This is an optimization exercise on Yosys and OpenROAD, whose aim is small area, not a production implementation. Function was checked by simulation only, so behaviour that the tests miss may differ from the original. The clock cells of runs 4 to 6 come from the design's own scripts or RTL, not from TritonCTS. No driver is modelled on the clock port, so clock power and skew are understated where the tree is cut down; a real chip needs a root buffer or a tree. Power and IR drop assume default switching activity.

<file path="config.mk">
export PLATFORM = sky130hd
export DESIGN_NAME = mvm_uart_system
export DESIGN_NICKNAME = mvm_uart_system
export VERILOG_FILES = /design/flow/design.v
export SDC_FILE = /design/flow/constraint.sdc
export NUM_CORES = 4
export LEC_CHECK = 0
export CAP_MARGIN = 20
export CORE_MARGIN = 2
export CORE_UTILIZATION = 60
export SLEW_MARGIN = 20
</file>
<file path="constraint.sdc">
create_clock -name core_clock -period 10.0 [get_ports {clk}]
set_input_delay 2.0000 -clock core_clock [delete_from_list [all_inputs] [get_ports {clk}]]
set_output_delay 2.0000 -clock core_clock [all_outputs]
set_load 0.01 [all_outputs]
</file>
<file path="design.v">
module mvm_uart_system (
    input  logic clk,
    input  logic rstn,
    input  logic rx,
    output logic tx
);
    logic       rxk;     
    logic       rxx;     
    wire        txm = ~rxk & ~rxx;   
    logic [3:0] ph;      
    logic [7:0] cnt;     
    logic [1:0] bj;      
    logic [2:0] c;       
    logic [2:0] r;       
    wire rx_mode  = rxk | rxx;
    wire cnt_zero = (cnt == 8'd0);
    wire [3:0] bitn = cnt[7:4];
    wire e15 = (cnt[3:0] == 4'd15);
    wire go   = rx_mode ? ~rx : (ph == 4'd0);
    wire last = e15 & (bitn == (rx_mode ? 4'd8 : 4'd9));
    wire wait_go = cnt_zero & ~go;    
    wire rx_data = rx_mode & (bitn != 4'd0);
    wire rx_adv  = rx_data & e15;
    wire tx_end  = txm & last;
    wire bj_step = rx_adv | tx_end;
    wire bj_wrap = (bj == 2'd3) | (rxk & (bj == 2'd2));
    wire c_step  = rx_adv & bj_wrap;
    wire r_step  = (c_step & rxk & (c == 3'd7)) | (tx_end & (bj == 2'd3));
    wire wbase   = rx_data & (ph[2:0] == c);
    always_ff @(posedge clk or negedge rstn) begin
        if (!rstn) begin
            ph <= '0;
        end else begin
            ph <= ph + 4'd1;
        end
    end
    always_ff @(posedge clk or negedge rstn) begin
        if (!rstn) begin
            rxk <= 1'b1;
            rxx <= 1'b0;
            cnt <= '0;
            bj  <= '0;
            c   <= '0;
            r   <= '0;
        end else begin
            cnt[7:4] <= last ? 4'd0 : cnt[7:4] + {3'd0, e15};
            cnt[3:0] <= {cnt[3:1] + {2'd0, cnt[0]}, ~cnt[0] & ~wait_go};
            if (bj_step) bj <= bj_wrap ? 2'd0 : bj + 2'd1;
            if (c_step)  c  <= c + 3'd1;
            if (r_step)  r  <= r + 3'd1;
            if (c_step & (c == 3'd7) & (rxx | (r == 3'd7))) begin
                rxk <= 1'b0;
                rxx <= rxk;
            end
            if (r_step & txm & (r == 3'd7))
                rxk <= 1'b1;
        end
    end
    logic [15:0] kl [12];
    logic [7:0]  xl [4];
    logic [11:0] ktail;
    logic [3:0]  xc;
    genvar g;
    for (g = 0; g < 12; g++) begin : g_kloop
        wire we = wbase & rxk & (ph[3] == r[0]) &
                  (r[2:1] == 2'(g / 3)) & (bj == 2'(g % 3));
        always_ff @(posedge clk)
            kl[g] <= {kl[g][14:0], we ? rx : kl[g][15]};
        assign ktail[g] = kl[g][15];
    end
    for (g = 0; g < 4; g++) begin : g_xloop
        wire we = wbase & rxx & (bj == 2'(g));
        always_ff @(posedge clk)
            xl[g] <= {xl[g][6:0], we ? rx : xl[g][7]};
        assign xc[g] = xl[g][7];
    end
    logic [6:0] A;       
    logic       q;       
    logic [2:0] krow;    
    always_comb
        case (r[2:1])
            2'd0: krow = ktail[2:0];
            2'd1: krow = ktail[5:3];
            2'd2: krow = ktail[8:6];
            default: krow = ktail[11:9];
        endcase
    wire x   = xc[bitn[1:0]];
    wire acc = txm & ~wait_go & (bj == 2'd0) & (bitn[3:2] == 2'd0) & (cnt[3] == r[0]) & x;
    wire neg = (bitn[1:0] == 2'd3);
    wire [2:0] op  = acc ? (krow ^ {3{neg}}) : 3'd0;
    wire       cin = acc & neg;
    wire [6:0] opx = {{4{op[2]}}, op};
    logic [7:0] cy;
    logic [6:0] sum;
    assign cy[0] = cin;
    for (genvar i = 0; i < 7; i++) begin : g_fa
        assign sum[i]  = A[i] ^ opx[i] ^ cy[i];
        assign cy[i+1] = (A[i] & opx[i]) | (A[i] & cy[i]) | (opx[i] & cy[i]);
    end
    wire take  = txm & e15 & (bitn[3:0] <= 4'd7);
    wire clear = rx_mode | (txm & (bitn == 4'd9) & (bj == 2'd3));
    always_ff @(posedge clk) begin
        if (take | clear)
            A <= {sum[6] & ~clear, sum[6:1]};
        else
            A <= sum;
        if (take)
            q <= sum[0];
    end
    assign tx = ~txm | wait_go | (bitn == 4'd9) | ((bitn != 4'd0) & q);
endmodule
</file>
<file path="flow/run.sh">
#!/bin/bash
# Own layout flow: the standard ORFS flow (standard.sh) with two changes:
#  - Yosys's technology mapping uses an area-oriented ABC script (flow/abc_area.script)
#    in place of ORFS's speed script; registers and names are untouched.
#  - clock tree synthesis uses mid-size clock buffers and no dummy loads.
# Each tool's full output goes to logs in this folder (standard.log, and ORFS's own
# per-step logs under orfs/logs/).
set -euo pipefail
W=$PWD
S=$W/scripts_area
rm -rf "$S"
cp -r "$FLOW_HOME/scripts" "$S"
cp "$W/flow/abc_area.script" "$S/abc_speed.script"
CTS=$(cat "$W/flow/cts_args")
bash "$W/standard.sh" "SCRIPTS_DIR=$S" "CTS_ARGS=$CTS" finish > "$W/standard.log" 2>&1
</file>
<file path="flow/abc_area.script">
&get -n
&st
&dch
&nf -R 1000
&put
topo
dnsize -c
</file>
<file path="flow/cts_args">
-sink_clustering_enable -repair_clock_nets -dont_use_dummy_load -buf_list sky130_fd_sc_hd__clkbuf_8 -sink_clustering_size 21 -sink_clustering_max_diameter 70
</file>
<file path="standard.sh">
#!/bin/bash
# synth_recipe.tcl (not shown) runs the flow's synth.tcl, then flattens the netlist and writes it again
# the make line also repeats each setting of config.mk as NAME=value (left out here)
make -C /OpenROAD-flow-scripts/flow DESIGN_CONFIG=/design/flow/config.mk WORK_HOME=/design/flow/orfs CLKGATE_MAP_FILE= SYNTH_SCRIPT=/design/flow/synth_recipe.tcl "${@:-finish}"
</file>
==> results of run 1 <==
area by class of cell:
type | instances | area [µm²] | area share, %
sequential | 254 | 5206 | 75.74
multi-input combinational | 149 | 1230 | 17.89
clock buffer | 16 | 220.2 | 3.203
tap | 136 | 170.2 | 2.475
timing repair buffer | 3 | 25.02 | 0.3640
inverter | 6 | 22.52 | 0.3276
power by group through the flow:
stage | Combinational [mW] | Clock (mW) | Sequential, mW
floorplan | 0.0127 | 0 | 1.05
global placement | 0.0180 | 0 | 1.06
detailed placement | 0.0195 | 0 | 1.06
CTS | 0.0196 | 0.428 | 1.03
global route | 0.0231 | 0.461 | 1.03
finish | 0.0188 | 0.410 | 1.03
state kept, by name, summed over array words and instances, names as in the netlist:
| signal | count |
|---|---|
| bj | 2 |
| rxx | 1 |
| kl | 192 |
| rxk | 1 |
| cnt | 8 |
| xl | 32 |
| A | 7 |
| r | 3 |
| ph | 4 |
| c | 3 |
| q | 1 |
cells in the mapped netlist, types with 2 or more instances:
cell type	count	area share, %
dfxtp_1	231	72
mux2_1	26	4.5
nand2_1	25	1.5
dfrtp_1	21	8.1
nor2_1	16	0.93
ha_1	15	2.9
xor2_1	12	1.6
nand3_1	8	0.62
clkinv_1	6	0.35
fa_1	6	1.9
xnor2_1	5	0.68
a21oi_1	4	0.31
and2_0	4	0.39
a31oi_1	3	0.29
mux4_2	3	1.0
o21ai_0	3	0.23
a32o_1	2	0.31
and3_1	2	0.19
nor2b_1	2	0.19
nor3b_1	2	0.23
or2_0	2	0.19
per-layer routing:
metal / share of wire (%) / global-route usage, % / up-vias / wire [µm]
li1: - / - / 1367 / -
met1: 53 / 22.63 / 1320 / 4201
met2: 42 / 21.20 / 37 / 3319
met3: 3.0 / 2.966 / 21 / 236
met4: 2.8 / 5.403 / 0 / 223
met5: 0 / 0 / - / 0
stage by stage:
| stage | util, % | worst slack (ps) | hold slack, ps | total power [mW] |
|---|---|---|---|---|
| after floorplan | - | 5123 | 309.6 | 1.067 |
| after global placement | 64.21 | 4949 | 310.6 | 1.074 |
| after detailed placement | 64.21 | 4812 | 312.1 | 1.075 |
| after CTS | 66.34 | 4790 | 249.7 | 1.481 |
| after global routing | 66.29 | 4538 | 247.2 | 1.519 |
| final | 66.29 | 4792 | 252.1 | 1.462 |
path summary, 6_finish.rpt:
path | start | endpoint | slack, ps | depth (start not counted)
worst max-delay path | cnt[4]$_DFF_PN0_ | A[5]$_DFF_P_ | 4790 | 17
worst min-delay path | kl[5][8]$_DFF_P_ | kl[5][9]$_DFF_P_ | 250 | 0
worst max register to register | cnt[4]$_DFF_PN0_ | A[5]$_DFF_P_ | 4790 | 17
worst min register to register | kl[5][8]$_DFF_P_ | kl[5][9]$_DFF_P_ | 250 | 0
max in group asynchronous | rstn | cnt[7]$_DFF_PN0_ | 8170 | 1
min in group asynchronous | rstn | cnt[2]$_DFF_PN0_ | 1430 | 1
placed cells by master, fill, tap and decap left out, drive strengths merged:
master | Yosys | final
clkbuf | 0 | 16
or2 | 2 | 2
mux4 | 3 | 3
nor4 | 1 | 1
and2 | 4 | 4
dfstp | 1 | 1
or4 | 1 | 1
dfxtp | 231 | 231
clkinv | 6 | 6
xor2 | 12 | 12
a32o | 2 | 2
a31oi | 3 | 3
buf | 0 | 1
nor2 | 16 | 16
and3b | 1 | 1
or4b | 1 | 1
dfrtp | 21 | 21
a22oi | 1 | 1
nand2b | 1 | 1
o211ai | 1 | 1
nor2b | 2 | 2
xnor2 | 5 | 5
a31o | 1 | 1
o21ai | 3 | 3
nor3b | 2 | 2
and3 | 2 | 2
ha | 15 | 15
nand3 | 8 | 8
nor3 | 1 | 1
edfxtp | 1 | 1
fa | 6 | 6
mux2 | 26 | 26
clkdlybuf4s50 | 0 | 2
nand2 | 25 | 25
a21oi | 4 | 4
cells by family (layout without fill, tap and decap cells):
logic type,Yosys count,count (layout)
AOI/OAI and AO/OA,15,15
muxes,29,29
xor gates and xnor gates,17,17
buffers and inverters,6,25
DFF,254,254
and+or+nand+nor,67,67
adders and majority gates,21,21
critical path: stages (launching register included):
cell and delay, ps:
dfrtp_1 470, or4_1 630, or4b_1 530, a31oi_1 210
nor2_1 90, nand2_1 80, nor3_1 50, nand3_1 130
nor2_1 90, fa_1 410, fa_1 410, fa_1 390
fa_1 380, fa_1 390, fa_1 390, xor2_1 160
xnor2_1 180, a21oi_1 90
==> results by group, run 1 <==
Status
  – Status: timing/DRC/antenna clean

Die
  – Die X: ~110 µm
  – Area of the die: 11,610 µm²
  – Die H: about 110 µm
  – Core Footprint: ~10,000 µm²
  – Initial Utilization: 62.28%
  – Total I/O pin count: 4
  – Num rows: 37

Clock network
  – CTS tree: done
  – Hold-fix buffers, CTS: 0
  – CTS Buf Count: 16
  – CTS root buf: clkbuf_8
  – # resized after CTS: 0
  – Clk sinks: ~250
  – Worst-path clk slew: 120 ps
  – Worst skew pair latency: 500 ps
  – H-tree levels: 1
  – Post-CTS setup buffer count: 0
  – Clk buf depth: 3

GRT
  – First-pass GRT wire length: 13,400 µm
  – Number of global-route vias before repair: roughly 2,700
  – GRT Util Overall: 14.87%
  – Initial antenna violation count: 0
  – Largest net degree at the start of global routing: 23
  – Total gr overflow: 0

Synth
  – Synth warn: 3
  – Synthesized instance count: 409
  – Compound-gate portion of the synthesized area: 1.511%
  – Post-synthesis xor/xnor area fraction: 2.305%
  – Multiplexer share of the synthesized area: 5.579%
  – Synth Area in Simple Gates: 4.882%
  – Post-synth EDFFs: 1
  – Syn_nets: 433
  – Post-Synth Adder-Cell Area: under 10%
  – Avg Cell Area, Syn: roughly 16 µm²
  – Ys flop type: dfxtp_1
  – Mapped cell area: between 6000 and 7000 µm²
  – Sequential area share after synthesis: between 80% and 90%
  – Synthesized flop and latch total: roughly 250
  – Asr flop ratio synth: 8.661%
  – Synth cell types: 32
  – Main combinational cell family by area after synthesis: multiplexers

Final layout
  – Final Cell Area: 6874 µm²
  – Cell Count, Final, Fillers Out: 564
  – Filler instances: about 760
  – Nets: 454
  – Antenna diode count: 0
  – Share of post-route cells with drive strength above 1: approximately 5%
  – Area growth, synth to finish: 6.432%

Pwr
  – Net Sw Power: ~280 µW
  – Combinational share of power: under 10%
  – Pint: 1.181 mW
  – Switching share of power: between 15 and 20%
  – Sequential share of power: a little over two thirds
  – Clock network power share: around 28%
  – P_leak: 2.912 nW
  – Peak supply drop: between 0.15 and 0.2 mV
  – PwrDens: 212.6 nW/µm²

Route
  – Iteration-0 DRC count of the detailed router: approximately 120
  – DRT Wirelength: about 8000 µm
  – Detail Route Antenna Nets: 0
  – Via/cell ratio: 4.867
  – DRC viols: 0
  – Drt pass-1 iters: 4
  – Avg WL per Cell: around 14 µm
  – Via count: approximately 2,700

STA
  – Final slew viol count: 0
  – Layout Skew: 64.31 ps
  – Final hold violation count: 0
  – Total negative setup slack: 0 ps
  – # setup viols final: 0
  – RSZ-0062 raised after global routing: false
  – Slew at the pin closest to its max-slew limit: ~770 ps
  – F_max: 0.1920 GHz
  – Tcrit/Tclk final: 52.08%
  – Crit path time final: 5208 ps
  – Worst slew margin: 48.33%

Worst setup path
  – Crit start category: flop
  – Worst Setup End Kind: flop
  – Worst setup path class: reg -> reg
  – WP data required: 10,390 ps
  – Critical-path maximum fanout: 7
  – CP arrival: 5600 ps

Job
  – Max_cap viols: 0

Placed design
  – DP Wirelength: between 5000 and 6000 µm
  – Inst Count DP: 548
  – PortBufs: 3
  – Final RePlAce weighted congestion: 0.8438
  – Placed Area: 6659 µm²

Min path
  – Type of the most critical hold path: reg -> reg
==> run 2: changes to the inputs <==
==> flow/cts_args (replaced) <==
-sink_clustering_enable -repair_clock_nets -dont_use_dummy_load -buf_list sky130_fd_sc_hd__clkbuf_8 -sink_clustering_size 20 -sink_clustering_max_diameter 60
==> run 2 against run 1 <==
Clock skew is 11 ps higher; register-to-register slack better by 20 ps; power is 0.73% higher; utilization is 0.13 points higher; global-route usage is 0.062 points higher; non-clock buffer count stayed put; maximum frequency is 0.44% higher; synthesized area stayed put; combinational power hardly changed; via count is 0.69% lower; critical endpoint unchanged.
==> results by group, run 2 <==
Status
  – Status: timing/DRC/antenna clean (unchanged)

GRT
  – Total gr overflow: 0 (unchanged)
  – Initial antenna violation count: 0 (unchanged)
  – Number of global-route vias before repair: 2,697 (was 2,694)
  – GRT Util Overall: 14.93% (was 14.87%)
  – Largest net degree at the start of global routing: 23 (unchanged)
  – First-pass GRT wire length: 13,480 µm (was 13,400 µm)

Synth
  – Post-synth EDFFs: 1 (unchanged)
  – Synth cell types: 32 (unchanged)
  – Post-synth top area share: 71.60% (unchanged)
  – Synthesized instance count: 409 (unchanged)
  – Synthesized flop and latch total: 254 (unchanged)
  – Ys flop type: dfxtp_1 (unchanged)
  – Synth area leader: dfxtp_1 (unchanged)
  – Area contributors post-synth: dfxtp_1, dfrtp_1, mux2_1 (unchanged)
  – Synth warn: 3 (unchanged)
  – Asr flop ratio synth: 8.661% (unchanged)
  – Dominant cell by count in the synthesized netlist: dfxtp_1 (unchanged)
  – Commonest cells in the synthesized netlist: dfxtp_1, mux2_1, nand2_1 (unchanged)
  – Mapped cell area: 6459 µm² (unchanged)
  – Syn_nets: 433 (unchanged)
  – Avg Cell Area, Syn: 15.79 µm² (unchanged)
  – Sequential area share after synthesis: 80.61% (unchanged)

Final layout
  – Largest registers: kl x192, xl x32, cnt x8 (unchanged)
  – Cell Count, Final, Fillers Out: 565 (was 564)
  – Top reg by flops: kl (unchanged)
  – Filler instances: 759 (was 758)
  – Area growth, synth to finish: 6.645% (was 6.432%)
  – Commonest non-fill, non-tap cell in the layout: dfxtp_1 (unchanged)
  – Share of post-route cells with drive strength above 1: 5.128% (was 4.907%)
  – Max reg flops: 192 (unchanged)
  – Most used cells in the layout excluding fill and tap cells: dfxtp_1, mux2_1, nand2_1 (unchanged)
  – Antenna diode count: 0 (unchanged)
  – Final Util: 66.42% (was 66.29%)
  – Nets: 455 (was 454)

Worst setup path
  – Worst Setup End Kind: flop (unchanged)
  – Crit path launch: cnt[4]$_DFF_PN0_ (unchanged)
  – Cell mode on critical path: fa_1 (unchanged)
  – CP bufs+invs: 0 (unchanged)
  – CP endpoint: A[5]$_DFF_P_ (unchanged)
  – Critical-path maximum fanout: 7 (unchanged)
  – WP data required: 10,320 ps (was 10,390 ps)
  – Crit start category: flop (unchanged)
  – WP depth: 17 (unchanged)
  – Reg2reg setup slack: 4810 ps (was 4790 ps)
  – Top Family by Delay on Critical Path: adder cells (unchanged)
  – Worst r2r path cells: 17 (unchanged)
  – Worst setup path class: reg -> reg (unchanged)
  – Critical path cell sequence: or4_1, or4b_1, a31oi_1, nor2_1, nand2_1, nor3_1, nand3_1, nor2_1, fa_1, fa_1, fa_1, fa_1, fa_1, fa_1, xor2_1, xnor2_1, a21oi_1 (unchanged)
  – CP arrival: 5500 ps (was 5600 ps)
  – Max stage delay cell, worst path: or4_1 (unchanged)
  – R2R Path End: A[5]$_DFF_P_ (unchanged)
  – Slowest stage delay, CP: 630 ps (about the same)
  – R2R Path Start: cnt[4]$_DFF_PN0_ (unchanged)

Die
  – Die X: 107.8 µm (unchanged)
  – Die H: 107.8 µm (unchanged)
  – Num rows: 37 (unchanged)
  – Total I/O pin count: 4 (unchanged)
  – Core Footprint: 10,370 µm² (unchanged)
  – Initial Utilization: 62.28% (unchanged)
  – Area of the die: 11,610 µm² (unchanged)

Clock network
  – Clk sinks: 254 (unchanged)
  – CTS tree: done (unchanged)
  – Post-CTS setup buffer count: 0 (unchanged)
  – # resized after CTS: 0 (unchanged)
  – Worst-path clk slew: 100 ps (was 120 ps)
  – CTS root buf: clkbuf_8 (unchanged)
  – Clk buf depth: 3 (unchanged)
  – H-tree levels: 1 (unchanged)
  – Worst skew pair latency: 500 ps (about the same)
  – CTS Buf Count: 17 (was 16)
  – Hold-fix buffers, CTS: 0 (unchanged)

Route
  – DRT Wirelength: 8094 µm (was 7982 µm)
  – Via count: 2,726 (was 2,745)
  – DRC viols: 0 (unchanged)
  – Via/cell ratio: 4.825 (was 4.867)
  – Iteration-0 DRC count of the detailed router: 101 (was 118)
  – Detail Route Antenna Nets: 0 (unchanged)
  – Avg WL per Cell: 14.33 µm (was 14.15 µm)
  – Drt pass-1 iters: 4 (unchanged)

Placed design
  – Final RePlAce weighted congestion: 0.8438 (unchanged)
  – PortBufs: 3 (unchanged)
  – Place WS: 4812 ps (unchanged)
  – Inst Count DP: 548 (unchanged)
  – DP Wirelength: 5287 µm (unchanged)

STA
  – Layout Skew: 75.24 ps (was 64.31 ps)
  – Total negative setup slack: 0 ps (unchanged)
  – Tcrit/Tclk final: 51.86% (was 52.08%)
  – Slew at the pin closest to its max-slew limit: 775.0 ps (was 773.3 ps)
  – Final slew viol count: 0 (unchanged)
  – RSZ-0062 raised after global routing: false (unchanged)
  – F_max: 0.1928 GHz (was 0.1920 GHz)
  – Crit path time final: 5186 ps (was 5208 ps)
  – # setup viols final: 0 (unchanged)
  – Setup ws final: 4814 ps (was 4792 ps)
  – Worst slew margin: 48.22% (was 48.33%)
  – Final hold violation count: 0 (unchanged)

Pwr
  – PwrDens: 213.7 nW/µm² (was 212.6 nW/µm²)
  – P_leak: 2.919 nW (was 2.912 nW)
  – Peak supply drop: 0.1705 mV (was 0.1523 mV)
  – Total power: 1.472 mW (was 1.462 mW)

Min path
  – Type of the most critical hold path: reg -> reg (unchanged)

Job
  – Max_cap viols: 0 (unchanged)
## run 2: cell type report
type / count / area, µm² / share of cell area [%]
Tap cell: 136 / 170.2 / 2.470
Sequential cell: 254 / 5206 / 75.59
Inverter: 6 / 22.52 / 0.3270
Clock buffer: 17 / 234.0 / 3.397
Multi-Input combinational cell: 149 / 1230 / 17.86
Timing Repair Buffer: 3 / 25.02 / 0.3633
## run 2: cells by family after synthesis
group	after synthesis	synth area share, %
XOR/XNOR	17	2.305
buffers and inverters	6	0.3487
AO/OA/AOI/OAI	15	1.511
adder cells (fa/ha/maj)	21	4.766
flip-flops	254	80.61
AND/OR/NAND/NOR	67	4.882
multiplexers	29	5.579
## run 2: worst min path at each step
stage | from | endpoint | slack (ps) | depth (start not counted)
after floorplan | kl[0][9]$_DFF_P_ | kl[0][10]$_DFF_P_ | 310 | 0
after global placement | kl[8][14]$_DFF_P_ | kl[8][15]$_DFF_P_ | 310 | 0
after detailed placement | kl[11][14]$_DFF_P_ | kl[11][15]$_DFF_P_ | 310 | 0
after CTS | kl[11][8]$_DFF_P_ | kl[11][9]$_DFF_P_ | 290 | 0
after global routing | kl[11][8]$_DFF_P_ | kl[11][9]$_DFF_P_ | 290 | 0
final | kl[11][8]$_DFF_P_ | kl[11][9]$_DFF_P_ | 290 | 0
## run 2: where the power goes
group          switching, mW  leakage [nW]  internal [mW]
sequential           0.00618          2.17           1.03
clock                  0.267         0.122          0.154
combinational        0.00958         0.629        0.00932
total                  0.283          2.92           1.19
## run 2: stage by stage
step / cell area, µm² / hold slack, ps
final: 6888 / 286.2
after global routing: 6888 / 290.6
after CTS: 6893 / 285.7
after detailed placement: 6659 / 312.1
after global placement: 6659 / 310.6
after floorplan: 6459 / 309.6
## run 2: layer usage
| metal | vias up | routed length [µm] | global-route usage (%) |
|---|---|---|---|
| met2 | 34 | 3359 | 20.93 |
| li1 | 1362 | - | - |
| met3 | 12 | 377 | 3.692 |
| met1 | 1318 | 4246 | 23.22 |
| met4 | 0 | 110 | 3.938 |
| met5 | - | 0 | 0 |
==> run 3: changes to the inputs <==
==> flow/abc_area.script (replaced) <==
&get -n
&st
&syn2
&dch
&nf -R 1000
&put
topo
dnsize -c
==> run 3 against run 2 <==
Clock skew decreased by 14 ps; sequential power about the same; die area decreased by 0.11%; critical path type is now in -> reg; cell area decreased by 0.11%; synthesized area decreased by 0.12%; critical path depth decreased by 4; worst setup slack got worse by 600 ps; clock power increased by 1%; sequential share of layout area increased by 0.083 points; global-route usage decreased by 0.18 points.
==> results by group, run 3 <==
Placed design
  – Placed Area: 6651 µm² (was 6659 µm²)
  – DP Wirelength: 5229 µm (was 5287 µm)
  – Place WS: 3681 ps (was 4812 ps)
  – PortBufs: 3 (unchanged)
  – Inst Count DP: 554 (was 548)
  – Final RePlAce weighted congestion: 0.7976 (was 0.8438)

Synth
  – Synthesized flop and latch total: 254 (unchanged)
  – Ys flop type: dfxtp_1 (unchanged)
  – Area contributors post-synth: dfxtp_1, dfrtp_1, mux2_1 (unchanged)
  – Mapped cell area: 6451 µm² (was 6459 µm²)
  – Post-synth EDFFs: 1 (unchanged)
  – Dominant cell by count in the synthesized netlist: dfxtp_1 (unchanged)
  – Post-synth top area share: 71.68% (was 71.60%)
  – Synthesized instance count: 415 (was 409)
  – Synth cell types: 29 (was 32)
  – Synth warn: 3 (unchanged)
  – Commonest cells in the synthesized netlist: dfxtp_1, mux2_1, nor2_1 (was dfxtp_1, mux2_1, nand2_1)
  – Asr flop ratio synth: 8.661% (unchanged)
  – Avg Cell Area, Syn: 15.55 µm² (was 15.79 µm²)
  – Synth area leader: dfxtp_1 (unchanged)
  – Sequential area share after synthesis: 80.70% (was 80.61%)
  – Syn_nets: 439 (was 433)

Final layout
  – Area growth, synth to finish: 6.652% (was 6.645%)
  – Commonest non-fill, non-tap cell in the layout: dfxtp_1 (unchanged)
  – Max reg flops: 192 (unchanged)
  – Cell Count, Final, Fillers Out: 571 (was 565)
  – Most used cells in the layout excluding fill and tap cells: dfxtp_1, mux2_1, nor2_1 (was dfxtp_1, mux2_1, nand2_1)
  – Share of post-route cells with drive strength above 1: 4.598% (was 5.128%)
  – Largest registers: kl x192, xl x32, cnt x8 (unchanged)
  – Final Cell Area: 6880 µm² (was 6888 µm²)
  – Top reg by flops: kl (unchanged)
  – Nets: 461 (was 455)
  – Antenna diode count: 0 (unchanged)

Clock network
  – Worst skew pair latency: 500 ps (about the same)
  – Post-CTS setup buffer count: 0 (unchanged)
  – CTS Buf Count: 17 (unchanged)
  – CTS tree: done (unchanged)
  – Worst-path clk slew: 110 ps (was 100 ps)
  – # resized after CTS: 0 (unchanged)
  – Clk sinks: 254 (unchanged)
  – Hold-fix buffers, CTS: 0 (unchanged)
  – CTS root buf: clkbuf_8 (unchanged)
  – Clk buf depth: 3 (unchanged)
  – H-tree levels: 1 (unchanged)

Die
  – Area of the die: 11,600 µm² (was 11,610 µm²)
  – Initial Utilization: 62.21% (was 62.28%)
  – Core Footprint: 10,370 µm² (unchanged)
  – Die X: 107.7 µm (was 107.8 µm)
  – Die H: 107.7 µm (was 107.8 µm)
  – Total I/O pin count: 4 (unchanged)
  – Num rows: 37 (unchanged)

STA
  – Total negative setup slack: 0 ps (unchanged)
  – Slew at the pin closest to its max-slew limit: 634.7 ps (was 775.0 ps)
  – RSZ-0062 raised after global routing: false (unchanged)
  – Final slew viol count: 0 (unchanged)
  – Crit path time final: 5789 ps (was 5186 ps)
  – Worst slew margin: 57.36% (was 48.22%)
  – Tcrit/Tclk final: 57.89% (was 51.86%)
  – Setup ws final: 4211 ps (was 4814 ps)
  – F_max: 0.1727 GHz (was 0.1928 GHz)
  – Final hold violation count: 0 (unchanged)
  – # setup viols final: 0 (unchanged)
  – Layout Skew: 61.17 ps (was 75.24 ps)

Worst setup path
  – Worst setup path class: in -> reg (was reg -> reg)
  – Critical-path maximum fanout: 17 (was 7)
  – Crit start category: input port (was flop)
  – WP data required: 10,350 ps (was 10,320 ps)
  – Worst Setup End Kind: flop (unchanged)
  – CP arrival: 6140 ps (was 5500 ps)
  – Worst r2r path cells: 15 (was 17)

Route
  – Via count: 2,722 (was 2,726)
  – Avg WL per Cell: 14.12 µm (was 14.33 µm)
  – Iteration-0 DRC count of the detailed router: 118 (was 101)
  – DRT Wirelength: 8061 µm (was 8094 µm)
  – Via/cell ratio: 4.767 (was 4.825)
  – Drt pass-1 iters: 4 (unchanged)
  – DRC viols: 0 (unchanged)
  – Detail Route Antenna Nets: 0 (unchanged)

Pwr
  – Net Sw Power: 274.9 µW (was 282.7 µW)
  – Clock network power share: 29.5% (was 28.6%)
  – Sequential share of power: 70.2% (was 70.1%)
  – Switching share of power: 19.04% (was 19.20%)
  – P_leak: 2.917 nW (was 2.919 nW)
  – Peak supply drop: 0.1793 mV (was 0.1705 mV)
  – Pint: 1.168 mW (was 1.189 mW)
  – Combinational share of power: 0.2% (was 1.3%)
  – Total power: 1.443 mW (was 1.472 mW)
  – PwrDens: 209.8 nW/µm² (was 213.7 nW/µm²)

GRT
  – Number of global-route vias before repair: 2,700 (was 2,697)
  – Total gr overflow: 0 (unchanged)
  – GRT Util Overall: 14.75% (was 14.93%)
  – First-pass GRT wire length: 13,250 µm (was 13,480 µm)
  – Initial antenna violation count: 0 (unchanged)
  – Largest net degree at the start of global routing: 23 (unchanged)

Min path
  – Type of the most critical hold path: reg -> reg (unchanged)
  – Hold Crit Depth: 0 (unchanged)

Job
  – Max_cap viols: 0 (unchanged)

Status
  – Status: timing/DRC/antenna clean (unchanged)
==> run 3: cell types whose count changed after synthesis, moves of 3 or more <==
cell / previous run / this run
nand2_1: 25 / 14
nor2_1: 16 / 26
nor3_1: 1 / 8
xnor2_1: 5 / 9
a31oi_1: 3 / 0
nand3_1: 8 / 5
o22ai_1: 0 / 3
xor2_1: 12 / 9
==> run 3: path summary, 6_finish.rpt <==
path / slack (ps) / from / endpoint
max in group asynchronous: 8150 / rstn / cnt[2]$_DFF_PN0_
worst max register to register: 5600 / cnt[5]$_DFF_PN0_ / A[5]$_DFF_P_
worst max-delay path: 4210 / rx / A[5]$_DFF_P_
worst min register to register: 330 / kl[5][12]$_DFF_P_ / kl[5][13]$_DFF_P_
min in group asynchronous: 1450 / rstn / r[0]$_DFFE_PN0N_
worst min-delay path: 330 / kl[5][12]$_DFF_P_ / kl[5][13]$_DFF_P_
==> run 3: cell type report <==
class | instances | area (µm²)
repair buffers | 3 | 25.02
inverters | 8 | 30.03
multi-input cells | 153 | 1215
flip-flops and latches | 254 | 5206
well taps | 136 | 170.2
clock buffers | 17 | 234.0
fillers | 789 | 3490
==> run 3: per-layer routing <==
layer	part of all wire [%]	wire (µm)	global-route usage (%)	vias to the layer above
met5	0	0	0	-
li1	-	-	-	1380
met2	42	3394	22.06	37
met4	1.8	148	4.670	0
met1	52	4205	21.41	1290
met3	3.9	311	3.450	15
==> run 3: cell families (layout without fill, tap and decap cells) <==
logic type / count (synthesis) / in the layout / share of synthesized area [%]
AO/OA/AOI/OAI: 14 / 14 / 1.280
multiplexers: 28 / 28 / 5.062
AND/OR/NAND/NOR: 72 / 72 / 5.275
buffers and inverters: 8 / 28 / 0.4655
XOR/XNOR: 18 / 18 / 2.444
adder cells (fa/ha/maj): 21 / 21 / 4.771
flip-flops: 254 / 254 / 80.70
==> run 3: metrics by stage <==
step	hold slack (ps)	util, %
detailed placement	312.1	64.14
global placement	310.4	64.14
finish	326.9	66.35
global route	329.0	66.35
CTS	327.0	66.40
floorplan	309.6	-
==> run 3: critical path, stage by stage <==
cell,delay [ps]
clkdlybuf4s50_1,840
o211ai_1,230
nand4_1,190
nor2_1,100
fa_1,400
fa_1,390
fa_1,390
fa_1,390
fa_1,390
fa_1,390
xor2_1,160
xnor2_1,180
a21oi_1,90
==> run 3: power by group through the flow <==
| stage | Clock, mW | Sequential, mW | Combinational, mW |
|---|---|---|---|
| floorplan | 0 | 1.04 | 0.0000605 |
| global placement | 0 | 1.04 | 0.00351 |
| detailed placement | 0 | 1.04 | 0.00359 |
| CTS | 0.444 | 1.01 | 0.00360 |
| global route | 0.481 | 1.01 | 0.00376 |
| finish | 0.426 | 1.01 | 0.00321 |
==> run 4: changes to the inputs <==
==> flow/run.sh (replaced) <==
#!/bin/bash
# Own layout flow: the standard ORFS flow (standard.sh) with two changes:
#  - Yosys's technology mapping uses an area-oriented ABC script (flow/abc_area.script)
#    in place of ORFS's speed script; registers and names are untouched.
#  - the clock tree step builds a two-level tree (flow/my_cts.tcl): one root
#    buffer fed by the clock port drives leaf buffers, each driving a compact
#    group of at most MY_CTS_MAX_SINKS flip-flops.
# Each tool's full output goes to logs in this folder (standard.log, and ORFS's own
# per-step logs under orfs/logs/).
set -euo pipefail
W=$PWD
S=$W/scripts_area
rm -rf "$S"
cp -r "$FLOW_HOME/scripts" "$S"
cp "$W/flow/abc_area.script" "$S/abc_speed.script"
cp "$W/flow/my_cts.tcl" "$S/my_cts.tcl"
python3 - "$S/cts.tcl" <<'PY'
import sys
p = sys.argv[1]
s = open(p).read()
old = "log_cmd clock_tree_synthesis {*}$cts_args"
assert old in s
s = s.replace(old, "source $::env(SCRIPTS_DIR)/my_cts.tcl")
open(p, "w").write(s)
PY
source "$W/flow/cts_params"
export MY_CTS_MAX_SINKS MY_CTS_LEAF MY_CTS_ROOT
bash "$W/standard.sh" "SCRIPTS_DIR=$S" finish > "$W/standard.log" 2>&1
==> flow/cts_params (new file) <==
MY_CTS_MAX_SINKS=21
MY_CTS_LEAF=sky130_fd_sc_hd__clkbuf_8
MY_CTS_ROOT=sky130_fd_sc_hd__clkbuf_8
==> flow/my_cts.tcl (new file) <==
# Two-level clock tree built directly (replaces clock_tree_synthesis):
# the flip-flops are split by recursive bisection of their placement into
# groups of at most CTS_MAX_SINKS; each group gets a leaf clock buffer at its
# centre, and one root buffer, fed by the clock port, drives every leaf buffer.
set max_sinks $::env(MY_CTS_MAX_SINKS)
set leaf_cell $::env(MY_CTS_LEAF)
set root_cell $::env(MY_CTS_ROOT)

set block [ord::get_db_block]
set db [ord::get_db]
set clk_net [$block findNet clk]

set sinks {}
foreach it [$clk_net getITerms] {
  set inst [$it getInst]
  set bb [$inst getBBox]
  set x [expr {([$bb xMin] + [$bb xMax]) / 2}]
  set y [expr {([$bb yMin] + [$bb yMax]) / 2}]
  lappend sinks [list $x $y $it]
}
puts "my_cts: [llength $sinks] sinks on clk"

proc split_groups {pts k} {
  # split pts into k groups of near-equal size by recursive bisection
  if {$k <= 1} { return [list $pts] }
  set xs [lmap p $pts {lindex $p 0}]
  set ys [lmap p $pts {lindex $p 1}]
  set dx [expr {[tcl::mathfunc::max {*}$xs] - [tcl::mathfunc::min {*}$xs]}]
  set dy [expr {[tcl::mathfunc::max {*}$ys] - [tcl::mathfunc::min {*}$ys]}]
  set axis [expr {$dx >= $dy ? 0 : 1}]
  set sorted [lsort -integer -index $axis $pts]
  set k1 [expr {$k / 2}]
  set k2 [expr {$k - $k1}]
  set n [llength $sorted]
  set n1 [expr {int(round(double($n) * $k1 / $k))}]
  set a [lrange $sorted 0 [expr {$n1 - 1}]]
  set b [lrange $sorted $n1 end]
  return [concat [split_groups $a $k1] [split_groups $b $k2]]
}

set n [llength $sinks]
set k [expr {($n + $max_sinks - 1) / $max_sinks}]
set groups [split_groups $sinks $k]

set leaf_master [$db findMaster $leaf_cell]
set root_master [$db findMaster $root_cell]
set root_net [odb::dbNet_create $block "clknet_root"]
$root_net setSigType CLOCK

set i 0
set sx 0
set sy 0
foreach g $groups {
  set gx 0
  set gy 0
  foreach p $g {
    set gx [expr {$gx + [lindex $p 0]}]
    set gy [expr {$gy + [lindex $p 1]}]
  }
  set gx [expr {$gx / [llength $g]}]
  set gy [expr {$gy / [llength $g]}]
  set buf [odb::dbInst_create $block $leaf_master "clkbuf_leaf_$i"]
  $buf setLocation $gx $gy
  $buf setPlacementStatus PLACED
  set net [odb::dbNet_create $block "clknet_leaf_$i"]
  $net setSigType CLOCK
  foreach p $g {
    set it [lindex $p 2]
    $it disconnect
    $it connect $net
  }
  [$buf findITerm X] connect $net
  [$buf findITerm A] connect $root_net
  puts "my_cts: leaf $i drives [llength $g] sinks at ($gx, $gy)"
  set sx [expr {$sx + $gx}]
  set sy [expr {$sy + $gy}]
  incr i
}
set rx [expr {$sx / $i}]
set ry [expr {$sy / $i}]
set root [odb::dbInst_create $block $root_master "clkbuf_root"]
$root setLocation $rx $ry
$root setPlacementStatus PLACED
[$root findITerm A] connect $clk_net
[$root findITerm X] connect $root_net
puts "my_cts: root at ($rx, $ry) drives $i leaf buffers"

set_propagated_clock [all_clocks]
removed: flow/cts_args
==> run 4 against run 3 <==
Still clean; critical endpoint unchanged; clock power down 8.7%; sequential share of layout area increased by 0.46 points; via count shrank 0.88%; register-to-register slack hardly changed; maximum frequency shrank 0.64%; synthesized cell count stayed put; worst hold slack got worse by 13 ps; clock skew shrank 39 ps; sequential power about the same; power down 2.6%.
==> results by group, run 4 <==
Placed design
  – Inst Count DP: 554 (unchanged)
  – PortBufs: 3 (unchanged)
  – Final RePlAce weighted congestion: 0.7976 (unchanged)
  – Placed Area: 6651 µm² (unchanged)
  – DP Wirelength: 5229 µm (unchanged)
  – Place WS: 3681 ps (unchanged)

Clock network
  – Hold-fix buffers, CTS: 0 (unchanged)
  – # resized after CTS: 0 (unchanged)
  – Post-CTS setup buffer count: 0 (unchanged)
  – Worst skew pair latency: 460 ps (was 500 ps)
  – Worst-path clk slew: 120 ps (was 110 ps)

STA
  – Final slew viol count: 0 (unchanged)
  – F_max: 0.1716 GHz (was 0.1727 GHz)
  – Setup ws final: 4174 ps (was 4211 ps)
  – Worst slew margin: 57.27% (was 57.36%)
  – Worst hold slack: 314.2 ps (was 326.9 ps)
  – RSZ-0062 raised after global routing: false (unchanged)
  – Total negative setup slack: 0 ps (unchanged)
  – # setup viols final: 0 (unchanged)
  – Layout Skew: 21.78 ps (was 61.17 ps)
  – Slew at the pin closest to its max-slew limit: 636.0 ps (was 634.7 ps)
  – Crit path time final: 5826 ps (was 5789 ps)
  – Final hold violation count: 0 (unchanged)
  – Tcrit/Tclk final: 58.26% (was 57.89%)

Die
  – Die X: 107.7 µm (unchanged)
  – Total I/O pin count: 4 (unchanged)
  – Num rows: 37 (unchanged)
  – Area of the die: 11,600 µm² (unchanged)
  – Die H: 107.7 µm (unchanged)
  – Initial Utilization: 62.21% (unchanged)
  – Core Footprint: 10,370 µm² (unchanged)

Pwr
  – Peak supply drop: 0.1506 mV (was 0.1793 mV)
  – P_leak: 2.896 nW (was 2.917 nW)
  – PwrDens: 205.5 nW/µm² (was 209.8 nW/µm²)

Worst setup path
  – Worst r2r path cells: 15 (unchanged)
  – Worst setup path class: in -> reg (unchanged)
  – WP data required: 10,330 ps (was 10,350 ps)
  – Reg2reg setup slack: 5590 ps (was 5600 ps)
  – R2R Path Start: cnt[5]$_DFF_PN0_ (unchanged)
  – Crit start category: input port (unchanged)
  – R2R Path End: A[5]$_DFF_P_ (unchanged)
  – CP arrival: 6150 ps (was 6140 ps)
  – Worst Setup End Kind: flop (unchanged)
  – Critical-path maximum fanout: 17 (unchanged)

Final layout
  – Final Cell Area: 6839 µm² (was 6880 µm²)
  – Largest registers: kl x192, xl x32, cnt x8 (unchanged)
  – Cell Count, Final, Fillers Out: 568 (was 571)
  – Commonest non-fill, non-tap cell in the layout: dfxtp_1 (unchanged)
  – Most used cells in the layout excluding fill and tap cells: dfxtp_1, mux2_1, nor2_1 (unchanged)
  – Share of post-route cells with drive strength above 1: 3.935% (was 4.598%)
  – Antenna diode count: 0 (unchanged)
  – Filler instances: 790 (was 789)
  – Max reg flops: 192 (unchanged)
  – Top reg by flops: kl (unchanged)
  – Area growth, synth to finish: 6.012% (was 6.652%)
  – Nets: 458 (was 461)

Route
  – Drt pass-1 iters: 4 (unchanged)
  – DRC viols: 0 (unchanged)
  – Detail Route Antenna Nets: 0 (unchanged)
  – Metal1 wirelength: 4126 µm (was 4205 µm)
  – Iteration-0 DRC count of the detailed router: 85 (was 118)
  – DRT Wirelength: 8004 µm (was 8061 µm)
  – Met3 WL: 249 µm (was 311 µm)
  – Via count: 2,698 (was 2,722)
  – WL met2: 3412 µm (was 3394 µm)
  – Via/cell ratio: 4.750 (was 4.767)
  – Avg WL per Cell: 14.09 µm (was 14.12 µm)
  – Uppermost routed layer: met4 (unchanged)

Synth
  – Synthesized flop and latch total: 254 (unchanged)
  – Syn_nets: 439 (unchanged)
  – Mapped cell area: 6451 µm² (unchanged)
  – Synth area leader: dfxtp_1 (unchanged)
  – Ys flop type: dfxtp_1 (unchanged)
  – Synth warn: 3 (unchanged)
  – Synth cell types: 29 (unchanged)
  – Avg Cell Area, Syn: 15.55 µm² (unchanged)
  – Sequential area share after synthesis: 80.70% (unchanged)
  – Dominant cell by count in the synthesized netlist: dfxtp_1 (unchanged)
  – Commonest cells in the synthesized netlist: dfxtp_1, mux2_1, nor2_1 (unchanged)
  – Post-synth top area share: 71.68% (unchanged)
  – Area contributors post-synth: dfxtp_1, dfrtp_1, mux2_1 (unchanged)
  – Asr flop ratio synth: 8.661% (unchanged)
  – Post-synth EDFFs: 1 (unchanged)
  – Synthesized instance count: 415 (unchanged)

Min path
  – Hold Crit Depth: 0 (unchanged)
  – Type of the most critical hold path: reg -> reg (unchanged)
  – Hold_sp: xl[3][6]$_DFF_P_ (was kl[5][12]$_DFF_P_)
  – Worst hold path endpoint: xl[3][7]$_DFF_P_ (was kl[5][13]$_DFF_P_)

GRT
  – Number of global-route vias before repair: 2,663 (was 2,700)
  – Total gr overflow: 0 (unchanged)
  – Initial antenna violation count: 0 (unchanged)
  – Largest net degree at the start of global routing: 23 (unchanged)
  – First-pass GRT wire length: 13,130 µm (was 13,250 µm)
  – GRT Util Overall: 14.17% (was 14.75%)

Job
  – Max_cap viols: 0 (unchanged)

Status
  – Status: timing/DRC/antenna clean (unchanged)
## run 4: logic make-up (layout without fill, tap and decap cells)
group	Yosys count	after routing	synth area share [%]
buffers and inverters	8	25	0.4655
AO/OA/AOI/OAI	14	14	1.280
adder cells (fa/ha/maj)	21	21	4.771
XOR/XNOR	18	18	2.444
multiplexers	28	28	5.062
flip-flops	254	254	80.70
AND/OR/NAND/NOR	72	72	5.275
## run 4: power breakdown
group	switching [mW]	internal, mW	total (mW)
Combinational	0.00270	0.000539	0.00324
Clock	0.262	0.126	0.389
Sequential	0.000177	1.01	1.01
Total	0.265	1.14	1.41
## run 4: routing by layer
layer / global-route usage, % / vias to the layer above
met5: 0 / -
met3: 1.513 / 15
met4: 3.114 / 0
li1: - / 1375
met2: 22.96 / 26
met1: 20.77 / 1282
## run 4: final cells by class
cell class	instances	area, µm²	share of cell area [%]
Sequential cell	254	5206	76.13
Multi-Input combinational cell	153	1215	17.76
Buffer	14	192.7	2.817
Tap cell	136	170.2	2.488
Inverter	8	30.03	0.4391
Timing Repair Buffer	3	25.02	0.3659
## run 4: critical path: stages
cell and delay (ps):
clkdlybuf4s50_1 850, o211ai_1 230, nand4_1 190, nor2_1 100, fa_1 400, fa_1 390
fa_1 390, fa_1 390, fa_1 390, fa_1 390, xor2_1 160, xnor2_1 180
a21oi_1 90
## run 4: worst max-delay path by stage
stage,startpoint,end,slack [ps],cells after the start
floorplan,rx,A[5]$_DFF_P_,4850,12
global placement,rx,A[5]$_DFF_P_,3800,13
detailed placement,rx,A[5]$_DFF_P_,3680,13
CTS,rx,A[5]$_DFF_P_,4180,13
global route,rx,A[5]$_DFF_P_,3950,13
finish,rx,A[5]$_DFF_P_,4170,13
## run 4: stage by stage
step / power, mW / util (%)
5_1_grt: 1.454 / 65.95
2_1_floorplan: 1.037 / -
6_report: 1.406 / 65.95
4_1_cts: 1.421 / 66.00
3_3_place_gp: 1.040 / 64.14
3_5_place_dp: 1.040 / 64.14
==> run 5: changes to the inputs <==
==> flow/cts_params (replaced) <==
MY_CTS_MAX_SINKS=18
MY_CTS_LEAF=sky130_fd_sc_hd__clkbuf_8
MY_CTS_ROOT=sky130_fd_sc_hd__clkbuf_8
==> run 5 against run 4 <==
Largest cell class unchanged; critical endpoint unchanged; cell count up 0.35%; global-route usage down 0.12 points; power up 1.1%; largest power group unchanged; cell area up 0.40%; clock skew down 9.6 ps; maximum frequency about the same.
==> results by group, run 5 <==
Min path
  – Hold Crit Depth: 0 (unchanged)
  – Type of the most critical hold path: reg -> reg (unchanged)

Final layout
  – Largest registers: kl x192, xl x32, cnt x8 (unchanged)
  – Filler instances: 776 (was 790)
  – Nets: 460 (was 458)
  – Antenna diode count: 0 (unchanged)
  – Max reg flops: 192 (unchanged)
  – Share of post-route cells with drive strength above 1: 4.378% (was 3.935%)
  – Area growth, synth to finish: 6.439% (was 6.012%)
  – Commonest non-fill, non-tap cell in the layout: dfxtp_1 (unchanged)
  – Top reg by flops: kl (unchanged)
  – Multi-input logic area: 1215 µm² (unchanged)
  – Register area: 5206 µm² (unchanged)
  – Most used cells in the layout excluding fill and tap cells: dfxtp_1, mux2_1, nor2_1 (unchanged)

GRT
  – Initial antenna violation count: 0 (unchanged)
  – Number of global-route vias before repair: 2,695 (was 2,663)
  – GRT Util Overall: 14.05% (was 14.17%)
  – Largest net degree at the start of global routing: 23 (unchanged)
  – Total gr overflow: 0 (unchanged)
  – First-pass GRT wire length: 13,060 µm (was 13,130 µm)

Worst setup path
  – Critical-path maximum fanout: 17 (unchanged)
  – Crit start category: input port (unchanged)
  – CP endpoint: A[5]$_DFF_P_ (unchanged)
  – Worst r2r path cells: 15 (unchanged)
  – Worst setup path class: in -> reg (unchanged)
  – R2R Path End: A[5]$_DFF_P_ (unchanged)
  – CP arrival: 6160 ps (was 6150 ps)
  – Worst Setup End Kind: flop (unchanged)
  – WP data required: 10,330 ps (about the same)
  – R2R Path Start: cnt[5]$_DFF_PN0_ (unchanged)
  – Reg2reg setup slack: 5590 ps (about the same)
  – Crit path launch: rx (unchanged)

STA
  – Final slew viol count: 0 (unchanged)
  – Crit path time final: 5829 ps (was 5826 ps)
  – RSZ-0062 raised after global routing: false (unchanged)
  – Layout Skew: 12.22 ps (was 21.78 ps)
  – Worst hold slack: 326.1 ps (was 314.2 ps)
  – Slew at the pin closest to its max-slew limit: 647.3 ps (was 636.0 ps)
  – Final hold violation count: 0 (unchanged)
  – # setup viols final: 0 (unchanged)
  – Worst slew margin: 56.52% (was 57.27%)
  – Total negative setup slack: 0 ps (unchanged)
  – Tcrit/Tclk final: 58.29% (was 58.26%)
  – F_max: 0.1716 GHz (about the same)

Die
  – Num rows: 37 (unchanged)
  – Core Footprint: 10,370 µm² (unchanged)
  – Total I/O pin count: 4 (unchanged)
  – Area of the die: 11,600 µm² (unchanged)
  – Die H: 107.7 µm (unchanged)
  – Initial Utilization: 62.21% (unchanged)
  – Die X: 107.7 µm (unchanged)

Pwr
  – Clock network power share: 28.4% (was 27.6%)
  – Sequential share of power: 71.3% (was 72.1%)
  – Switching share of power: 18.58% (was 18.86%)
  – Pint: 1.157 mW (was 1.141 mW)
  – Combinational share of power: 0.2% (about the same)
  – Peak supply drop: 0.1476 mV (was 0.1506 mV)
  – Net Sw Power: 264.0 µW (was 265.1 µW)
  – PwrDens: 206.9 nW/µm² (was 205.5 nW/µm²)
  – P_leak: 2.910 nW (was 2.896 nW)

Clock network
  – Worst-path clk slew: 100 ps (was 120 ps)
  – Hold-fix buffers, CTS: 0 (unchanged)
  – Post-CTS setup buffer count: 0 (unchanged)
  – # resized after CTS: 0 (unchanged)
  – Worst skew pair latency: 460 ps (about the same)

Synth
  – Synth Area in Simple Gates: 5.275% (unchanged)
  – Synthesized instance count: 415 (unchanged)
  – Dominant cell by count in the synthesized netlist: dfxtp_1 (unchanged)
  – Sequential area share after synthesis: 80.70% (unchanged)
  – Synthesized flop and latch total: 254 (unchanged)
  – Synth warn: 3 (unchanged)
  – Compound-gate portion of the synthesized area: 1.280% (unchanged)
  – Ys flop type: dfxtp_1 (unchanged)
  – Post-synth top area share: 71.68% (unchanged)
  – Commonest cells in the synthesized netlist: dfxtp_1, mux2_1, nor2_1 (unchanged)
  – Synth cell types: 29 (unchanged)
  – Synth area leader: dfxtp_1 (unchanged)
  – Multiplexer share of the synthesized area: 5.062% (unchanged)
  – Avg Cell Area, Syn: 15.55 µm² (unchanged)
  – Mapped cell area: 6451 µm² (unchanged)
  – Syn_nets: 439 (unchanged)
  – Post-synthesis xor/xnor area fraction: 2.444% (unchanged)
  – Area contributors post-synth: dfxtp_1, dfrtp_1, mux2_1 (unchanged)
  – Asr flop ratio synth: 8.661% (unchanged)
  – Post-Synth Adder-Cell Area: 4.771% (unchanged)
  – Main combinational cell family by area after synthesis: simple AND/OR/NAND/NOR gates (unchanged)
  – Post-synth EDFFs: 1 (unchanged)

Route
  – Avg WL per Cell: 13.82 µm (was 14.09 µm)
  – Via/cell ratio: 4.733 (was 4.750)
  – Iteration-0 DRC count of the detailed router: 92 (was 85)
  – DRC viols: 0 (unchanged)
  – Via count: 2,698 (unchanged)
  – Drt pass-1 iters: 6 (was 4)
  – DRT Wirelength: 7880 µm (was 8004 µm)
  – Detail Route Antenna Nets: 0 (unchanged)

Placed design
  – PortBufs: 3 (unchanged)
  – DP Wirelength: 5229 µm (unchanged)
  – Final RePlAce weighted congestion: 0.7976 (unchanged)

Status
  – Status: timing/DRC/antenna clean (unchanged)

Job
  – Max_cap viols: 0 (unchanged)
[run 5: cell counts after synthesis]
No cell type changed its count.
[run 5: worst min path at each step]
stage                      start                 end  slack (ps)
2_1_floorplan   kl[0][9]$_DFF_P_   kl[0][10]$_DFF_P_         310
3_3_place_gp    xl[2][6]$_DFF_P_    xl[2][7]$_DFF_P_         310
3_5_place_dp   kl[10][9]$_DFF_P_  kl[10][10]$_DFF_P_         310
4_1_cts         xl[1][2]$_DFF_P_    xl[1][3]$_DFF_P_         330
5_1_grt         xl[1][2]$_DFF_P_    xl[1][3]$_DFF_P_         340
6_report        xl[1][2]$_DFF_P_    xl[1][3]$_DFF_P_         330
[run 5: cell families after synthesis]
kind of cell    after synthesis
simple gates                 72
compound gates               14
mux                          28
flops                       254
fa+ha+maj                    21
buf+inv                       8
xor+xnor                     18
[run 5: per-layer routing]
metal  share of wire [%]  global-route usage, %
met1                  52                  20.81
met2                  42                  22.19
met3                 3.0                  1.695
met4                 2.6                  3.480
met5                   0                      0
[run 5: cell type report]
type | instances | area share, %
sequential | 254 | 75.82
multi-input combinational | 153 | 17.69
buffer | 16 | 3.207
tap | 136 | 2.478
inverter | 8 | 0.4373
timing repair buffer | 3 | 0.3644
[run 5: critical path, stage by stage]
cell and delay [ps]:
clkdlybuf4s50_1 850, o211ai_1 240, nand4_1 190, nor2_1 100, fa_1 400, fa_1 390
fa_1 390, fa_1 390, fa_1 390, fa_1 390, xor2_1 160, xnor2_1 180
a21oi_1 90
[run 5: power groups by stage]
stage	clock, mW	combinational [mW]	sequential, mW
global route	0.457	0.00376	1.01
floorplan	0	0.0000605	1.04
detailed placement	0	0.00359	1.04
global placement	0	0.00351	1.04
CTS	0.422	0.00361	1.01
finish	0.404	0.00324	1.01
[run 5: metrics by stage]
step | util, % | instance area (µm²) | instances | total power, mW | worst slack, ps
after floorplan | - | 6451 | 415 | 1.037 | 4847
after global placement | 64.14 | 6651 | 554 | 1.040 | 3800
after detailed placement | 64.14 | 6651 | 554 | 1.040 | 3681
final | 66.22 | 6867 | 570 | 1.421 | 4171
after CTS | 66.26 | 6872 | 570 | 1.439 | 4195
after global routing | 66.22 | 6867 | 570 | 1.475 | 3952
==> run 6: changes to the inputs <==
==> flow/cts_params (replaced) <==
MY_CTS_MAX_SINKS=19
MY_CTS_LEAF=sky130_fd_sc_hd__clkbuf_8
MY_CTS_ROOT=sky130_fd_sc_hd__clkbuf_8
==> run 6 against run 5 <==
Cell count fell by 0.18%; wire length rose by 0.14%; die area did not move; sequential share of layout area rose by 0.15 points; still clean on timing, DRC and antenna; critical path type unchanged; critical endpoint unchanged; maximum frequency rose by 0.38%; power fell by 0.56%; worst setup slack improved by 22 ps; critical path depth did not move; sequential power barely moved.
==> results by group, run 6 <==
Route
  – Avg WL per Cell: 13.87 µm (was 13.82 µm)
  – Via/cell ratio: 4.772 (was 4.733)
  – DRT Wirelength: 7891 µm (was 7880 µm)
  – Drt pass-1 iters: 4 (was 6)
  – Via count: 2,715 (was 2,698)
  – Detail Route Antenna Nets: 0 (unchanged)
  – DRC viols: 0 (unchanged)
  – Iteration-0 DRC count of the detailed router: 95 (was 92)

Die
  – Die X: 107.7 µm (unchanged)
  – Num rows: 37 (unchanged)
  – Area of the die: 11,600 µm² (unchanged)
  – Initial Utilization: 62.21% (unchanged)
  – Core Footprint: 10,370 µm² (unchanged)
  – Die H: 107.7 µm (unchanged)
  – Total I/O pin count: 4 (unchanged)

Pwr
  – Pint: 1.149 mW (was 1.157 mW)
  – Switching share of power: 18.70% (was 18.58%)
  – Total power: 1.413 mW (was 1.421 mW)
  – PwrDens: 206.1 nW/µm² (was 206.9 nW/µm²)
  – P_leak: 2.903 nW (was 2.910 nW)
  – Clock network power share: 28.0% (was 28.4%)
  – Sequential share of power: 71.7% (was 71.3%)
  – Combinational share of power: 0.2% (about the same)
  – Peak supply drop: 0.1368 mV (was 0.1476 mV)
  – Net Sw Power: 264.2 µW (was 264.0 µW)

Final layout
  – Most used cells in the layout excluding fill and tap cells: dfxtp_1, mux2_1, nor2_1 (unchanged)
  – Max reg flops: 192 (unchanged)
  – Antenna diode count: 0 (unchanged)
  – Top reg by flops: kl (unchanged)
  – Filler instances: 790 (was 776)
  – Largest registers: kl x192, xl x32, cnt x8 (unchanged)
  – Commonest non-fill, non-tap cell in the layout: dfxtp_1 (unchanged)
  – Share of post-route cells with drive strength above 1: 4.157% (was 4.378%)
  – Area growth, synth to finish: 6.226% (was 6.439%)
  – Nets: 459 (was 460)
  – Final Cell Area: 6853 µm² (was 6867 µm²)

Synth
  – Post-synth top area share: 71.68% (unchanged)
  – Post-synth EDFFs: 1 (unchanged)
  – Asr flop ratio synth: 8.661% (unchanged)
  – Commonest cells in the synthesized netlist: dfxtp_1, mux2_1, nor2_1 (unchanged)
  – Synth area leader: dfxtp_1 (unchanged)
  – Synth cell types: 29 (unchanged)
  – Mapped cell area: 6451 µm² (unchanged)
  – Avg Cell Area, Syn: 15.55 µm² (unchanged)
  – Area contributors post-synth: dfxtp_1, dfrtp_1, mux2_1 (unchanged)
  – Syn_nets: 439 (unchanged)
  – Synthesized instance count: 415 (unchanged)
  – Ys flop type: dfxtp_1 (unchanged)
  – Synthesized flop and latch total: 254 (unchanged)
  – Dominant cell by count in the synthesized netlist: dfxtp_1 (unchanged)
  – Synth warn: 3 (unchanged)
  – Sequential area share after synthesis: 80.70% (unchanged)

Placed design
  – Placed Area: 6651 µm² (unchanged)
  – Place WS: 3681 ps (unchanged)
  – DP Wirelength: 5229 µm (unchanged)
  – Final RePlAce weighted congestion: 0.7976 (unchanged)
  – PortBufs: 3 (unchanged)

Worst setup path
  – Critical path cell sequence: clkdlybuf4s50_1, o211ai_1, nand4_1, nor2_1, fa_1, fa_1, fa_1, fa_1, fa_1, fa_1, xor2_1, xnor2_1, a21oi_1 (unchanged)
  – Critical-path maximum fanout: 17 (unchanged)
  – R2R Path End: A[5]$_DFF_P_ (unchanged)
  – Crit start category: input port (unchanged)
  – CP arrival: 6140 ps (was 6160 ps)
  – Worst setup path class: in -> reg (unchanged)
  – Max stage delay cell, worst path: clkdlybuf4s50_1 (unchanged)
  – WP data required: 10,340 ps (was 10,330 ps)
  – Reg2reg setup slack: 5590 ps (about the same)
  – Worst r2r path cells: 15 (unchanged)
  – Slowest stage delay, CP: 840 ps (was 850 ps)
  – Cell mode on critical path: fa_1 (unchanged)
  – Worst Setup End Kind: flop (unchanged)
  – R2R Path Start: cnt[5]$_DFF_PN0_ (unchanged)

STA
  – Setup ws final: 4193 ps (was 4171 ps)
  – Tcrit/Tclk final: 58.07% (was 58.29%)
  – Layout Skew: 17.39 ps (was 12.22 ps)
  – Slew at the pin closest to its max-slew limit: 648.6 ps (was 647.3 ps)
  – RSZ-0062 raised after global routing: false (unchanged)
  – Worst slew margin: 56.43% (was 56.52%)
  – Final slew viol count: 0 (unchanged)
  – Final hold violation count: 0 (unchanged)
  – F_max: 0.1722 GHz (was 0.1716 GHz)
  – Total negative setup slack: 0 ps (unchanged)
  – # setup viols final: 0 (unchanged)
  – Crit path time final: 5807 ps (was 5829 ps)

GRT
  – GRT Util Overall: 14.17% (was 14.05%)
  – First-pass GRT wire length: 13,190 µm (was 13,060 µm)
  – Number of global-route vias before repair: 2,675 (was 2,695)
  – Initial antenna violation count: 0 (unchanged)
  – Total gr overflow: 0 (unchanged)
  – Largest net degree at the start of global routing: 23 (unchanged)

Status
  – Status: timing/DRC/antenna clean (unchanged)

Clock network
  – # resized after CTS: 0 (unchanged)
  – Hold-fix buffers, CTS: 0 (unchanged)
  – Worst skew pair latency: 460 ps (about the same)
  – Post-CTS setup buffer count: 0 (unchanged)
  – Worst-path clk slew: 110 ps (was 100 ps)

Min path
  – Worst hold path endpoint: xl[3][7]$_DFF_P_ (was xl[1][3]$_DFF_P_)
  – Hold_sp: xl[3][6]$_DFF_P_ (was xl[1][2]$_DFF_P_)
  – Hold Crit Depth: 0 (unchanged)
  – Type of the most critical hold path: reg -> reg (unchanged)

Job
  – Max_cap viols: 0 (unchanged)
## run 6: cell counts after synthesis
No cell type changed its count.
## run 6: worst max-delay path by stage
stage / start / to / slack (ps) / cells after the start
2_1_floorplan: rx / A[5]$_DFF_P_ / 4850 / 12
3_3_place_gp: rx / A[5]$_DFF_P_ / 3800 / 13
3_5_place_dp: rx / A[5]$_DFF_P_ / 3680 / 13
4_1_cts: rx / A[5]$_DFF_P_ / 4190 / 13
5_1_grt: rx / A[5]$_DFF_P_ / 3960 / 13
6_report: rx / A[5]$_DFF_P_ / 4190 / 13
## run 6: metal layers
layer | vias to the layer above | track usage, % | share of wire, %
li1 | 1376 | - | -
met4 | 0 | 3.938 | 3.2
met5 | - | 0 | 0
met3 | 21 | 1.271 | 3.3
met1 | 1287 | 21.26 | 51
met2 | 31 | 22.19 | 42
## run 6: layout make-up
class	instances	area, µm²	share of cell area [%]
Tap cell	136	170.2	2.483
Inverter	8	30.03	0.4382
Buffer	15	206.4	3.013
Timing Repair Buffer	3	25.02	0.3652
Multi-Input combinational cell	153	1215	17.73
Sequential cell	254	5206	75.97
## run 6: power by group through the flow
stage          clock network [mW]  logic [mW]  registers [mW]
2_1_floorplan                   0   0.0000605            1.04
3_3_place_gp                    0     0.00351            1.04
3_5_place_dp                    0     0.00359            1.04
4_1_cts                     0.413     0.00361            1.01
5_1_grt                     0.451     0.00374            1.01
6_report                    0.396     0.00324            1.01
## run 6: cell families (layout without fill, tap and decap cells)
logic type | count (synthesis) | in the layout | share of synthesized area [%]
AO/OA/AOI/OAI | 14 | 14 | 1.280
XOR/XNOR | 18 | 18 | 2.444
adder cells (fa/ha/maj) | 21 | 21 | 4.771
buffers and inverters | 8 | 26 | 0.4655
flip-flops | 254 | 254 | 80.70
multiplexers | 28 | 28 | 5.062
AND/OR/NAND/NOR | 72 | 72 | 5.275
## run 6: worst max-delay path: cells and delay by family
kind	cells	cell delay (ps)
compound gates	2	320
simple gates	2	290
fa+ha+maj	6	2350
buf+inv	1	840
xor+xnor	2	340
## run 6: metrics by stage
| step | hold slack (ps) | std cells | utilization, % |
|---|---|---|---|
| finish | 320.5 | 569 | 66.08 |
| global route | 328.4 | 569 | 66.08 |
| CTS | 325.0 | 569 | 66.13 |
| detailed placement | 312.1 | 554 | 64.14 |
| global placement | 310.4 | 554 | 64.14 |
| floorplan | 309.6 | 415 | - |

## what the ideal ports hide
The flow's constraints put no driver on any port. The routed layouts listed below were extracted and timed again, unchanged, in two steps.
Step 1, drivers: a clkbuf_16 drives clk and a buf_2 each remaining input, both assumed.
Step 2 times the ports against the registers' clock, not the clock port: input delays grow and output delays shrink by t, the midpoint of the rising clock arrivals with the driver on.
Three values: no drivers, after step 1, after step 2; two values: the first two.
| run | shift t [ns] | setup WS [ns] | worst register clock-pin slew, ns | pins driven straight from the clock port |
|---|---|---|---|---|
| run 1 | 0.510 | 4.792 / 4.792 / 4.792 | 0.12 / 0.12 | 1 |
| run 2 | 0.502 | 4.814 / 4.814 / 4.814 | 0.12 / 0.12 | 1 |
| run 3 | 0.501 | 4.211 / 4.219 / 3.718 | 0.11 / 0.11 | 1 |
| run 4 | 0.478 | 4.174 / 4.180 / 3.702 | 0.12 / 0.12 | 1 |
| run 5 | 0.486 | 4.171 / 4.176 / 3.689 | 0.10 / 0.10 | 1 |
| run 6 | 0.484 | 4.193 / 4.199 / 3.715 | 0.11 / 0.11 | 1 |
After both steps setup and hold are still met in every run listed. The setup slack of run 3, which loses most, moves by +0.008 ns with the drivers and by -0.493 ns with both steps.
